Context: an optimization exercise on an open-source flow, tuned for a short achievable clock period and few clock cycles. The choices shown serve that exercise and are no tape-out recipe.
The RTL was checked by simulation tests, not by an equivalence proof against the original design.
No activity file was given, so power comes from the tool's default toggle rates.

==> design/flow/design.v <==
module sign_extend(in, out);
  input [15:0] in;
  output [31:0] out;
  assign out = {{16{in[15]}}, in};
endmodule
module shl_2(in, out);
  input [31:0] in;
  output [31:0] out;
  assign out = {in[29:0], 2'b00};
endmodule
module adder(a, b, out);
  input [31:0] a, b;
  output [31:0] out;
  assign out = a + b;
endmodule
module mux2_32(d0, d1, a, out);
  input [31:0] d0, d1;
  input a;
  output [31:0] out;
  assign out = a ? d1 : d0;
endmodule
module mux2_5(d0, d1, a, out);
  input [4:0] d0, d1;
  input a;
  output [4:0] out;
  assign out = a ? d1 : d0;
endmodule
module register_file(clk, we3, a1, a2, a3, wd3, rd1, rd2);
  input clk, we3;
  input [4:0] a1, a2, a3;
  input [31:0] wd3;
  output [31:0] rd1, rd2;
  reg [31:0] mem[0:31];
  assign rd1 = mem[a1];
  assign rd2 = mem[a2];
  always @ (posedge clk) begin
    if (we3) mem[a3] <= wd3;
  end
endmodule
module d_flop(d, clk, rst, q);
  input [31:0] d;
  input clk;
  input rst;
  output reg [31:0] q;
  always @ (posedge clk)
    if (rst) q <= 32'b0;
    else q <= d;
endmodule
module control_unit(opc, fun, MRT, MWT, BNT, BET, AST, RDT, RWT, ACT, JPT, JLT, JRT);
input wire [5:0] opc, fun;
output wire MRT, MWT, BNT, BET, AST, RDT, RWT, JPT, JLT, JRT;
output reg [2:0] ACT;
reg mr, mw, bn, be, as, rd, rw, jp, jl, jr;
reg [1:0] ALUop;
reg a, c, d, e, f, na, nc, nd, ne, nf;
always @* begin
a = opc[5]; na = ~a;
c = opc[3]; nc = ~c;
d = opc[2]; nd = ~d;
e = opc[1]; ne = ~e;
f = opc[0]; nf = ~f;
rw = na & ne & nf & (nd | c & d) | e & f & nc & nd;
rd = na & nc & nd & ne & nf;
as = a & nd & e & f | na & c & ne & nf;
mr = a & nc & nd & e & f;
jl = na & nc & nd & e & f;
bn = na & nc & d & ne & f;
be = na & nc & d & ne & nf;
mw = a & c & nd & e & f;
jp = na & nc & nd & e;
ALUop[1] = na & nc & nd & e | na & ne & nf & (nc & nd | c & d);
ALUop[0] = na & d & ne & (nc | c & nf);
jr = 0;
ACT = 3'b010;
if (ALUop == 2'b10)
begin
  case (fun)
  6'b100000: begin ACT = 3'b010; end
  6'b100010: begin ACT = 3'b110; end
  6'b100100: begin ACT = 3'b000; end
  6'b100101: begin ACT = 3'b001; end
  6'b101010: begin ACT = 3'b111; end
  6'b001000: begin if (rd) begin jr = 1; rw = 0; end end
  endcase
end else begin
  ACT[2] = (~ALUop[1]) & ALUop[0];
  ACT[1] = ~ALUop[1];
  ACT[0] = 0;
end
end
assign MRT = mr; assign MWT = mw;
assign RDT = rd; assign RWT = rw;
assign BNT = bn; assign BET = be;
assign AST = as;
assign JPT = jp;
assign JLT = jl;
assign JRT = jr; 
endmodule
module mips_cpu(clk, pc, pc_new, instruction_memory_a, instruction_memory_rd, data_memory_a, data_memory_rd, data_memory_we, data_memory_wd,
                register_a1, register_a2, register_a3, register_we3, register_wd3, register_rd1, register_rd2);
  input clk;
  input [31:0] pc;
  output [31:0] pc_new;
  output data_memory_we;
  output [31:0] instruction_memory_a, data_memory_a, data_memory_wd;
  input [31:0] instruction_memory_rd, data_memory_rd;
  output register_we3;
  output [4:0] register_a1, register_a2, register_a3;
  output [31:0] register_wd3;
  input [31:0] register_rd1, register_rd2;
  wire [5:0] opcode = instruction_memory_rd[31:26], funct = instruction_memory_rd[5:0];
  wire [4:0] rs = instruction_memory_rd[25:21], rt = instruction_memory_rd[20:16], rd = instruction_memory_rd[15:11];
  wire [15:0] imm16 = instruction_memory_rd[15:0];
  wire [25:0] jumpAddr = instruction_memory_rd[25:0];
  wire MemtoReg, MemtoWrite, BN, BE, src, RegDst, Jump, Jal, Jr;
  wire [2:0] ctrl;
  wire [4:0] tempRegWrite;
  wire [31:0] imm32, reg2, res, value, pc0, pc1, tempPc1, tempPc2, tempJump, jmp, chetire;
  wire [31:0] reg1 = register_rd1;
  wire fobos, lol, kek, BranchChoose, notnol, rnol, PCSrc;
  control_unit CU(opcode, funct, MemtoReg, MemtoWrite, BN, BE, src, RegDst, register_we3, ctrl, Jump, Jal, Jr);
  mux2_5 mux243826342(rt, rd, RegDst, tempRegWrite);
  mux2_5 mux328423432(tempRegWrite, 5'b11111, Jal, register_a3);
  mux2_32 mux38273423(.d0(register_rd2), .d1(imm32), .a(src), .out(reg2));
  alu alu347242394322(reg1, reg2, ctrl, res, fobos);
  mux2_32 mux24382341(res, data_memory_rd, MemtoReg, value);
  mux2_32 mux38121921(value, pc0, Jal, register_wd3);
  shl_2 shl9474293231(imm32, chetire);
  alu alu929020002931(pc, 4, 3'b010, pc0, lol);
  alu alu192993476824(pc0, chetire, 3'b010, pc1, kek);
  mux2_1 mux923429213(BN, BE, fobos, BranchChoose);
  mux2_1 mux248919832(notnol, fobos, BE, rnol);
  and_gate and2382917(BranchChoose, rnol, PCSrc);
  mux2_32 mux92100646(pc0, pc1, PCSrc, tempPc1);
  shl_2 shl1287477777(tempJump, jmp);
  mux2_32 mux92347546(tempPc1, jmp, Jump, tempPc2);
  mux2_32 mux32742736(tempPc2, reg1, Jr, pc_new);
  assign tempJump = {6'b000000, jumpAddr};
  assign imm32 = {{16{imm16[15]}}, imm16};
  assign instruction_memory_a = pc;
  assign register_a1 = rs;
  assign register_a2 = rt;
  assign data_memory_a = res;
  assign data_memory_wd = register_rd2;
  assign data_memory_we = MemtoWrite;
  assign notnol = !fobos;
endmodule
module mux2_1(d0, d1, a, out);
  input d0, d1, a;
  output out;
  assign out = a ? d1 : d0;
endmodule
module and_gate(a, b, out);
  input a, b;
  output reg out;
  always @* begin
  out = a && b;
  end
endmodule
module alu(a, b, control, res, f);
  input signed [31:0] a, b;
  input [2:0] control;
  output reg [31:0] res;
  output reg f;
  reg [31:0] bb;
  always @* begin
    bb = (control[2] == 0) ? b : ~b;
    case (control[1:0])
      2'b00: res = a & bb;
      2'b01: res = a | bb;
      2'b10: res = a + bb + control[2];
      2'b11: begin
        if (control[2] == 1) begin
          if (a < b) res = 1;
          else res = 0;
        end else res = 0;
      end
    endcase
    f = (res == 0);
  end
endmodule
module mips_top(clk, rst, imem_addr, imem_rdata, dmem_addr, dmem_wdata, dmem_we, dmem_rdata);
  input clk;
  input rst;
  output [31:0] imem_addr;
  input [31:0] imem_rdata;
  output [31:0] dmem_addr, dmem_wdata;
  output dmem_we;
  input [31:0] dmem_rdata;
  wire [31:0] pc, pc_new;
  wire register_we3;
  wire [4:0] register_a1, register_a2, register_a3;
  wire [31:0] register_rd1, register_rd2, register_wd3;
  d_flop program_counter(.d(pc_new), .clk(clk), .rst(rst), .q(pc));
  register_file cpu_register(.clk(clk),
                             .we3(register_we3),
                             .a1(register_a1),
                             .a2(register_a2),
                             .a3(register_a3),
                             .wd3(register_wd3),
                             .rd1(register_rd1),
                             .rd2(register_rd2));
  mips_cpu cpu(.clk(clk),
               .pc(pc),
               .pc_new(pc_new),
               .instruction_memory_a(imem_addr),
               .instruction_memory_rd(imem_rdata),
               .data_memory_a(dmem_addr),
               .data_memory_rd(dmem_rdata),
               .data_memory_we(dmem_we),
               .data_memory_wd(dmem_wdata),
               .register_a1(register_a1),
               .register_a2(register_a2),
               .register_a3(register_a3),
               .register_we3(register_we3),
               .register_wd3(register_wd3),
               .register_rd1(register_rd1),
               .register_rd2(register_rd2));
endmodule
==> design/flow/run.sh <==
#!/bin/bash
# synth_recipe.tcl (not shown) runs the flow's synth.tcl, then flattens the netlist and writes it again
# the make line also repeats each setting of config.mk as NAME=value (left out here)
make -C /OpenROAD-flow-scripts/flow DESIGN_CONFIG=/design/flow/config.mk WORK_HOME=/design/flow/orfs CLKGATE_MAP_FILE= SYNTH_SCRIPT=/design/flow/synth_recipe.tcl finish
==> design/flow/config.mk <==
export PLATFORM = sky130hd
export DESIGN_NAME = mips_top
export DESIGN_NICKNAME = mips_top
export VERILOG_FILES = /design/flow/design.v
export SDC_FILE = /design/flow/constraint.sdc
export NUM_CORES = 4
export LEC_CHECK = 0
export CAP_MARGIN = 20
export CORE_MARGIN = 2
export CORE_UTILIZATION = 40
export SLEW_MARGIN = 20
==> design/flow/constraint.sdc <==
create_clock -name core_clock -period 11.0 [get_ports {clk}]
set_input_delay 2.2000 -clock core_clock [delete_from_list [all_inputs] [get_ports {clk}]]
set_output_delay 2.2000 -clock core_clock [all_outputs]
set_load 0.01 [all_outputs]
==> results.json <==
{
  "status": "no timing/DRC/antenna violations",
  "grt-ovfl-total": 0,
  "die_area_mm2": 0.142,
  "synth_edf_count": 1024,
  "reg2reg_slack_ns": 3.83,
  "final_util": 0.467,
  "fill_cells": 11694,
  "muxShareOfSynthArea": 0.275,
  "r2r-start": "cpu_register.mem[16][15]",
  "fin_worst_skew_ns": 0.0330,
  "gp_congestion": 0.973,
  "hpwlAfterDp_um": 117000,
  "ys_seq_area_frac": 0.563,
  "final_cell_area_mm2": 0.0644,
  "ys_seq_elements": 1056,
  "portBuffers": 161,
  "critical_path.startpoint": "imem_rdata[16]",
  "clkTransAtPathRegs_ns": 0.07,
  "power.density_mw_per_mm2": 183,
  "reg2reg_depth": 22,
  "worst_pin_slew_ns": 1.13,
  "cts_setup_buffers": 0,
  "wire_per_inst_um": 33.9,
  "antenna_left": 0,
  "fin_nets": 3672,
  "ios": 163,
  "slew_violations": 0,
  "firstDrtPassIters": 5,
  "multi_input_area_mm2": 0.0234,
  "min_path_cells": 2,
  "grt_max_degree": 57,
  "routed_wl_um": 182000,
  "clockBufferDepth": 3,
  "cts_tree": "done",
  "yosys-top-cells-area": "edfxtp_1, mux4_2, ha_1",
  "die_height_um": 377,
  "rsz0062_at_grt": "no",
  "synth_area_mm2": 0.0557,
  "hold_buffers": 0,
  "fin_cells": 5363,
  "dr.first_iter.drc_count": 4216,
  "tns_ns": 0,
  "core_area_mm2": 0.138,
  "rows": 136,
  "synth_compound_area_frac": 0.0522,
  "seq_area_mm2": 0.0314,
  "synth_ff_type": "edfxtp_1",
  "layout_min_cycle_time_ns": 10.44,
  "synthAdderAreaFrac": 0.0290,
  "yosys.area_share.simple": 0.0409,
  "cp-end-kind": "output pin",
  "setup_viol": 0,
  "antenna_found_initial": 7,
  "synth_xor_area_frac": 0.0162,
  "die_w_um": 377,
  "drv_cap": 0,
  "min_path_type": "reg2reg",
  "async_reset_ff_frac": 0,
  "ctsResizeCount": 0,
  "avgSynthCellArea_um2": 17.1,
  "grt_use_total": 0.255,
  "m1WireLength_um": 74800,
  "min_from": "program_counter.q[0]",
  "cts_buffers": 107,
  "drc": 0,
  "syn_to_final_growth_pct": 15.6,
  "start_kind": "primary input",
  "dpl_cell_area_mm2": 0.0606,
  "synth_top_family_by_area": "multiplexers",
  "synthDistinctLibCells": 85,
  "ir_drop_mv": 0.121,
  "syn_nets": 3447,
  "vias": 34751,
  "clock_latency_ns": 0.74,
  "worst-path-max-fanout": 26,
  "grt_pass1_wl_um": 255000,
  "netlist.area_leader.share": 0.552,
  "via_per_inst": 6.48,
  "worst_ep_required_time_ns": 8.80,
  "layout-drive-gt1-share": 0.318,
  "clock-sinks": 1056,
  "max_freq_mhz": 95.8,
  "worst_ep_arrival_time_ns": 8.24,
  "clockRootBuffer": "clkbuf_16",
  "syn_inst": 3253,
  "wl_met3_um": 15800,
  "leakage_uw": 0.0212,
  "htreeDepth": 3,
  "start_util": 0.404,
  "r2r_end": "program_counter.q[19]",
  "min_to": "program_counter.q[0]",
  "yosysWarningCount": 5,
  "yosys.area.top_type": "edfxtp_1",
  "dr_wl_met2_um": 85300,
  "routed.top_layer": "met5",
  "finalHoldViolCount": 0,
  "dp.cells": 5163,
  "grt_pass1_vias": 33996,
  "worstSetupPathType": "in2out",
  "slew_headroom": 0.247,
  "diodes": 0,
  "period_share": 0.949
}
## state kept, by name (all words and copies together), names as in the netlist
signal,flops
cpu_register.mem,1024
program_counter.q,32
## synth_stat cells, types with 42 or more instances
cell type,instances
edfxtp_1,1024
mux4_2,632
nor2_1,133
ha_1,126
clkbuf_1,117
nand2_1,117
inv_1,112
a21oi_1,99
buf_1,88
o21ai_0,84
xnor2_1,72
mux2_2,54
nand3_1,53
mux2i_1,47
nand4_1,42
## area by class of cell
class,count,area share
clock buffer,126,0.0438
clock inverter,74,0.0149
inverter,116,0.00676
multi-input combinational,1860,0.363
sequential,1056,0.487
tap,1794,0.0349
timing repair buffer,337,0.0490
## worst max-delay path, cell delays in order
cell and delay (ns):
buf_8 0.23, buf_12 0.28, mux4_2 0.55, mux4_2 0.47, mux2_2 0.40, mux2i_1 0.27
xnor2_1 0.18, inv_1 0.10, fa_1 0.43, nor2b_1 0.19, o31a_1 0.23, o31ai_1 0.13
a21o_1 0.25, a21o_1 0.23, o31a_1 0.32, o21a_1 0.24, a21oi_1 0.20, a21oi_1 0.11
xnor2_1 0.14, a21oi_1 0.08, buf_4 0.20, inv_1 0.13, clkdlybuf4s50_1 0.58
## cell families (layout without fill, tap and decap cells)
logic type | Yosys count | after routing
mux | 733 | 733
flops | 1056 | 1056
fa+ha+maj | 128 | 128
xor+xnor | 103 | 103
compound gates | 431 | 431
buf+inv | 337 | 653
simple gates | 465 | 465
## report_power, final
group          switching, uW  internal, uW
combinational           1800           925
clock                   1620          2310
sequential              15.5          5140
total                   3440          8370
## worst max-delay path by stage
| stage | end | slack [ns] | cells past startpoint |
|---|---|---|---|
| 3_3_place_gp | dmem_addr[27] | 0.59 | 21 |
| 6_report | dmem_addr[30] | 0.56 | 23 |
| 2_1_floorplan | dmem_addr[30] | 1.26 | 22 |
| 4_1_cts | dmem_addr[30] | 0.61 | 23 |
| 3_5_place_dp | dmem_addr[30] | 0.64 | 23 |
| 5_1_grt | dmem_addr[31] | 0.29 | 21 |
## cells in the final DEF (no fill, tap or decap), types with 32 or more instances in the layout
cell and instances:
edfxtp_1 1024, mux4_2 632, o211ai_1 36, inv_1 112, nand4_1 42, mux2i_1 47, nor2_1 101, a21oi_1 99
nor2_4 32, ha_1 126, buf_4 161, xnor2_1 72, nand3_1 53, a21o_1 37, nand2_1 117, clkbuf_16 109
dfxtp_1 32, mux2_2 54, clkdlybuf4s50_1 151, o21ai_0 76
## routing by layer
| metal | vias up | global-route usage |
|---|---|---|
| li1 | 14101 | - |
| met1 | 18607 | 0.362 |
| met2 | 1752 | 0.404 |
| met3 | 289 | 0.0406 |
| met4 | 2 | 0.0834 |
| met5 | - | 0 |
## metrics by stage
| step | power [uW] | setup slack [ns] | hold WS, ns |
|---|---|---|---|
| finish | 11800 | 0.561 | 0.525 |
| global route | 12200 | 0.286 | 0.556 |
| CTS | 11800 | 0.610 | 0.522 |
| detailed placement | 7940 | 0.641 | 0.512 |
| global placement | 7910 | 0.588 | 0.509 |
| floorplan | 6730 | 1.26 | 0.504 |
Testbench counts, summed over its fixed seeds: cycles 40,654.

-- port drivers added, routing unchanged --
Ports are ideal in the flow. The routed layout listed here was re-timed in OpenROAD.
Step 1 assumes that a clkbuf_16 drives the clock port and a buf_2 every other input.
Step 2 moves the port delays by t, midway between the first and last clock arrival at a register: inputs arrive t later, outputs are due t later. That takes back most of the time a late clock gives input paths.
Slacks: ideal / step 1 / step 2; pairs: ideal / step 1.
shift t [ns]: 0.804
setup WS [ns]: 0.561 / 0.418 / 0.418
hold WS [ns]: 0.525 / 0.525 / 0.525
worst setup path after step 2: input to output
clock arrival spread, ns: 0.033 / 0.033
After both steps setup and hold are still met in this run. The setup slack of this run moves by -0.143 ns with the drivers and by -0.143 ns with both steps.
